Background: an optimization exercise with open tools, aiming at small area, a short achievable clock period and few clock cycles per item. Do not read the settings as production practice.
The RTL was checked by simulation tests, not by an equivalence proof against the original design.
No driver is modelled on the clock port, so clock power and skew are understated where the tree is cut down; a real chip needs a root buffer or a tree.
Power figures rest on the tool's default switching activity, not on a simulated workload.

// topModule
module topModule(
    input clock,
    input reset,
    input start,
    input [7:0] input_a,
    input [7:0] input_b,
    output reg done,
    output [7:0] result
);
Size: ~90 cells after synthesis.
==> flow/config.mk <==
export PLATFORM = sky130hd
export DESIGN_NAME = topModule
export DESIGN_NICKNAME = topModule
export VERILOG_FILES = /design/flow/design.v
export SDC_FILE = /design/flow/constraint.sdc
export NUM_CORES = 4
export LEC_CHECK = 0
export ABC_AREA = 1
export CAP_MARGIN = 20
export CORE_AREA = 2 2 68 68
export CTS_BUF_LIST = sky130_fd_sc_hd__clkbuf_2
export DIE_AREA = 0 0 70 70
export SLEW_MARGIN = 20
==> flow/constraint.sdc <==
create_clock -name core_clock -period 10.0 [get_ports {clock}]
set_input_delay 2.0000 -clock core_clock [delete_from_list [all_inputs] [get_ports {clock}]]
set_output_delay 2.0000 -clock core_clock [all_outputs]
set_load 0.01 [all_outputs]
standard.sh (not shown) runs the stock make flow with config.mk's settings and CLKGATE_MAP_FILE= SYNTH_SCRIPT=/design/flow/synth_recipe.tcl, a recipe that flattens the netlist after the stock synthesis.
==> flow/flow/run.sh <==
#!/bin/bash
# The standard layout with these changes:
#  - synthesis maps the logic with our own ABC script (flow/abc.script, area-oriented
#    mapping) instead of ORFS's, and leaves adders to ABC rather than mapping them to
#    full/half-adder cells first (MY_NO_FA). my_synth.tcl is synth_recipe.tcl with an abc
#    wrapper that swaps the script, so the rest of the synthesis (registers and their
#    names) is unchanged;
#  - the port buffers are sky130_fd_sc_hd__buf_1 instead of the slow clkdlybuf4s50_1 that
#    OpenROAD picks by default;
#  - the constant outputs share one tie cell, and CTS inserts no dummy load.
set -euo pipefail
here=$(pwd)
export MY_ABC_SCRIPT=$here/flow/abc.script
export MY_NO_FA=1
bash standard.sh finish \
  "SYNTH_SCRIPT=$here/flow/my_synth.tcl" \
  "BUFFER_PORTS_ARGS=-buffer_cell sky130_fd_sc_hd__buf_1" \
  "SKIP_REPAIR_TIE_FANOUT=1" \
  "CTS_ARGS=-sink_clustering_enable -repair_clock_nets -buf_list sky130_fd_sc_hd__clkbuf_2 -dont_use_dummy_load" > standard.log 2>&1
==> flow/flow/abc.script <==
strash
dch -f
map -a
strash
dch -f
map -a
topo
==> flow/flow/my_synth.tcl <==
proc synth {args} { yosys synth -nofsm -noshare {*}$args }
# Technology mapping with our own ABC script and delay target (MY_ABC_SCRIPT, MY_ABC_D)
# instead of ORFS's; everything else in ORFS's synthesis is unchanged.
proc abc {args} {
  if {[info exists ::env(MY_ABC_SCRIPT)]} {
    set i [lsearch -exact $args -script]
    if {$i >= 0} { lset args [expr {$i + 1}] $::env(MY_ABC_SCRIPT) }
  }
  if {[info exists ::env(MY_ABC_D)]} {
    set i [lsearch -exact $args -D]
    if {$i >= 0} { lset args [expr {$i + 1}] $::env(MY_ABC_D) }
  }
  yosys abc {*}$args
}
# MY_NO_FA: leave adders to ABC instead of mapping them to full/half-adder cells first
if {[info exists ::env(MY_NO_FA)] && $::env(MY_NO_FA)} { set ::env(ADDER_MAP_FILE) "" }
source $::env(SCRIPTS_DIR)/synth.tcl
# left out here: clear keep_hierarchy, flatten, clean up, hide names made inside functions, write 1_2_yosys.v
The first run went through all stages and came out clean.
Testbench counts at the start, summed over its fixed seeds: cycles 12,000, items 12,000.
Next try:
--- a/flow/flow/run.sh
+++ b/flow/flow/run.sh
@@ -10 +10,3 @@
-#  - the constant outputs share one tie cell, and CTS inserts no dummy load.
+#  - the constant outputs share one tie cell, and the clock tree is a single buffer:
+#    after CTS, flow/one_clkbuf.tcl connects all clock sinks to the root buffer and
+#    removes the leaf buffers and the dummy load.
@@ -15,5 +17,7 @@
-bash standard.sh finish \
-  "SYNTH_SCRIPT=$here/flow/my_synth.tcl" \
-  "BUFFER_PORTS_ARGS=-buffer_cell sky130_fd_sc_hd__buf_1" \
-  "SKIP_REPAIR_TIE_FANOUT=1" \
-  "CTS_ARGS=-sink_clustering_enable -repair_clock_nets -buf_list sky130_fd_sc_hd__clkbuf_2 -dont_use_dummy_load" > standard.log 2>&1
+args=("SYNTH_SCRIPT=$here/flow/my_synth.tcl"
+      "BUFFER_PORTS_ARGS=-buffer_cell sky130_fd_sc_hd__buf_1"
+      "SKIP_REPAIR_TIE_FANOUT=1")
+bash standard.sh cts "${args[@]}" > standard_cts.log 2>&1
+ROOT_CLKBUF=sky130_fd_sc_hd__clkbuf_4 CTS_ODB=$here/orfs/results/sky130hd/topModule/base/4_cts.odb \
+  openroad -no_init -exit $here/flow/one_clkbuf.tcl > one_clkbuf.log 2>&1
+bash standard.sh finish "${args[@]}" > standard.log 2>&1
==> flow/flow/one_clkbuf.tcl (new file) <==
# After CTS: drive every clock sink from the root clock buffer and remove the leaf buffers
# that TritonCTS put between them (one buffer is enough for this handful of flip-flops).
# The root buffer becomes ROOT_CLKBUF.
read_db $::env(CTS_ODB)
set block [ord::get_db_block]
set root ""
foreach inst [$block getInsts] {
  if {[string match "clkbuf_0_*" [$inst getName]]} { set root $inst }
}
if {$root eq ""} { puts "no root clock buffer"; exit 1 }
set rootnet [[$root findITerm X] getNet]
set removed 0
foreach inst [$block getInsts] {
  if {[string match "clkbuf_1_*" [$inst getName]] || [string match "clkload*" [$inst getName]]} {
    set in [[$inst findITerm A] getNet]
    if {$in ne $rootnet} { puts "unexpected clock tree shape at [$inst getName]"; exit 1 }
    set xt [$inst findITerm X]
    set outnet [$xt getNet]
    if {$outnet ne "NULL"} {
      foreach it [$outnet getITerms] {
        if {[$it getInst] ne $inst} { $it disconnect; $it connect $rootnet }
      }
    }
    [$inst findITerm A] disconnect
    if {$outnet ne "NULL"} { $xt disconnect; odb::dbNet_destroy $outnet }
    odb::dbInst_destroy $inst
    incr removed
  }
}
# one buffer now drives every sink: make it strong enough for the flip-flops' clock slew
$root swapMaster [[ord::get_db] findMaster $::env(ROOT_CLKBUF)]
detailed_placement
check_placement -verbose
puts "removed $removed clock buffers; root [$root getName] drives [llength [$rootnet getITerms]] pins"
write_db $::env(CTS_ODB)
Effect:
- setup slack degrades by 69 ps
- clock-buffer cell count falls by 2
- die area does not change
- first-iteration DRC count is higher by 41%
- total power fell by 6.0%
- wire length is lower by 1.1%
- cell area fell by 1.0%
Next try:
==> flow/flow/run.sh (replaced) <==
#!/bin/bash
# The standard layout with these changes:
#  - synthesis maps the logic with our own ABC script (flow/abc.script, area-oriented
#    mapping) instead of ORFS's, and leaves adders to ABC rather than mapping them to
#    full/half-adder cells first (MY_NO_FA). my_synth.tcl is synth_recipe.tcl with an abc
#    wrapper that swaps the script, so the rest of the synthesis (registers and their
#    names) is unchanged;
#  - the port buffers are sky130_fd_sc_hd__buf_1 instead of the slow clkdlybuf4s50_1 that
#    OpenROAD picks by default;
#  - the constant outputs share one tie cell, and CTS inserts no dummy load.
set -euo pipefail
here=$(pwd)
export MY_ABC_SCRIPT=$here/flow/abc.script
export MY_NO_FA=1
bash standard.sh finish \
  "SYNTH_SCRIPT=$here/flow/my_synth.tcl" \
  "BUFFER_PORTS_ARGS=-buffer_cell sky130_fd_sc_hd__buf_1" \
  "SKIP_REPAIR_TIE_FANOUT=1" \
  "CTS_ARGS=-sink_clustering_enable -repair_clock_nets -buf_list sky130_fd_sc_hd__clkbuf_2 -dont_use_dummy_load" > standard.log 2>&1
==> flow/flow/abc.script (replaced) <==
strash
dch -f
map -a
strash
dch -f
map -D 1650
topo
removed: flow/flow/one_clkbuf.tcl
Synthesized area stays flat.
Global-route usage barely changes.
Routed wire length falls by about 6.5%.
Setup slack is better by 210 ps.
Synthesized cell count stays the same.
Sequential share of layout area came out lower by 0.29 points.
Combinational power went down by about 2%.
Die area stays the same.
Clock-buffer cell count climbs by 2.
Next try:
--- a/flow/flow/run.sh
+++ b/flow/flow/run.sh
@@ -18,0 +19 @@
+  "SETUP_SLACK_MARGIN=6.35" \
==> flow/flow/abc.script (replaced) <==
strash
dch -f
map -a
strash
dch -f
map -D 1500
topo
After rerunning: The new run produced a clean layout; hold slack got worse by 3.7 ps; design area is higher by 6.9%; routed wire length grows by 1.0%; clock-buffer cell count does not change; power climbs by 2.9%; synthesized cell count is higher by 1.1%; global-route usage hardly moves; die area is unchanged.

==> port drivers added, routing unchanged <==
The results above use ideal ports. As a check the final layouts listed here were re-extracted and re-timed, cells and wires unchanged.
Step 1 (the two cells are an assumption about what drives the block):
set clk [get_ports {clock}]
set_driving_cell -lib_cell sky130_fd_sc_hd__clkbuf_16 $clk
set_driving_cell -lib_cell sky130_fd_sc_hd__buf_2 [delete_from_list [all_inputs] $clk]
Step 2 also shifts input and output timing later by t, the mid clock arrival at the registers, as if the neighbouring blocks saw the same clock.
Slacks: no drivers / after step 1 / after step 2; pairs: no drivers / after step 1.
run	t (ns)	setup WS [ns]	worst slew at a driven data input, ns
the first run	0.239	6.140 / 6.140 / 5.901	0.03
the second run	0.166	6.071 / 6.071 / 5.905	0.04
the third run	0.237	6.277 / 6.273 / 6.036	0.03
the fourth run	0.239	6.538 / 6.522 / 6.333	0.03
After both steps setup and hold are still met in every run listed. The setup slack of the third run, which loses most, moves by -0.004 ns with the drivers and by -0.241 ns with both steps.
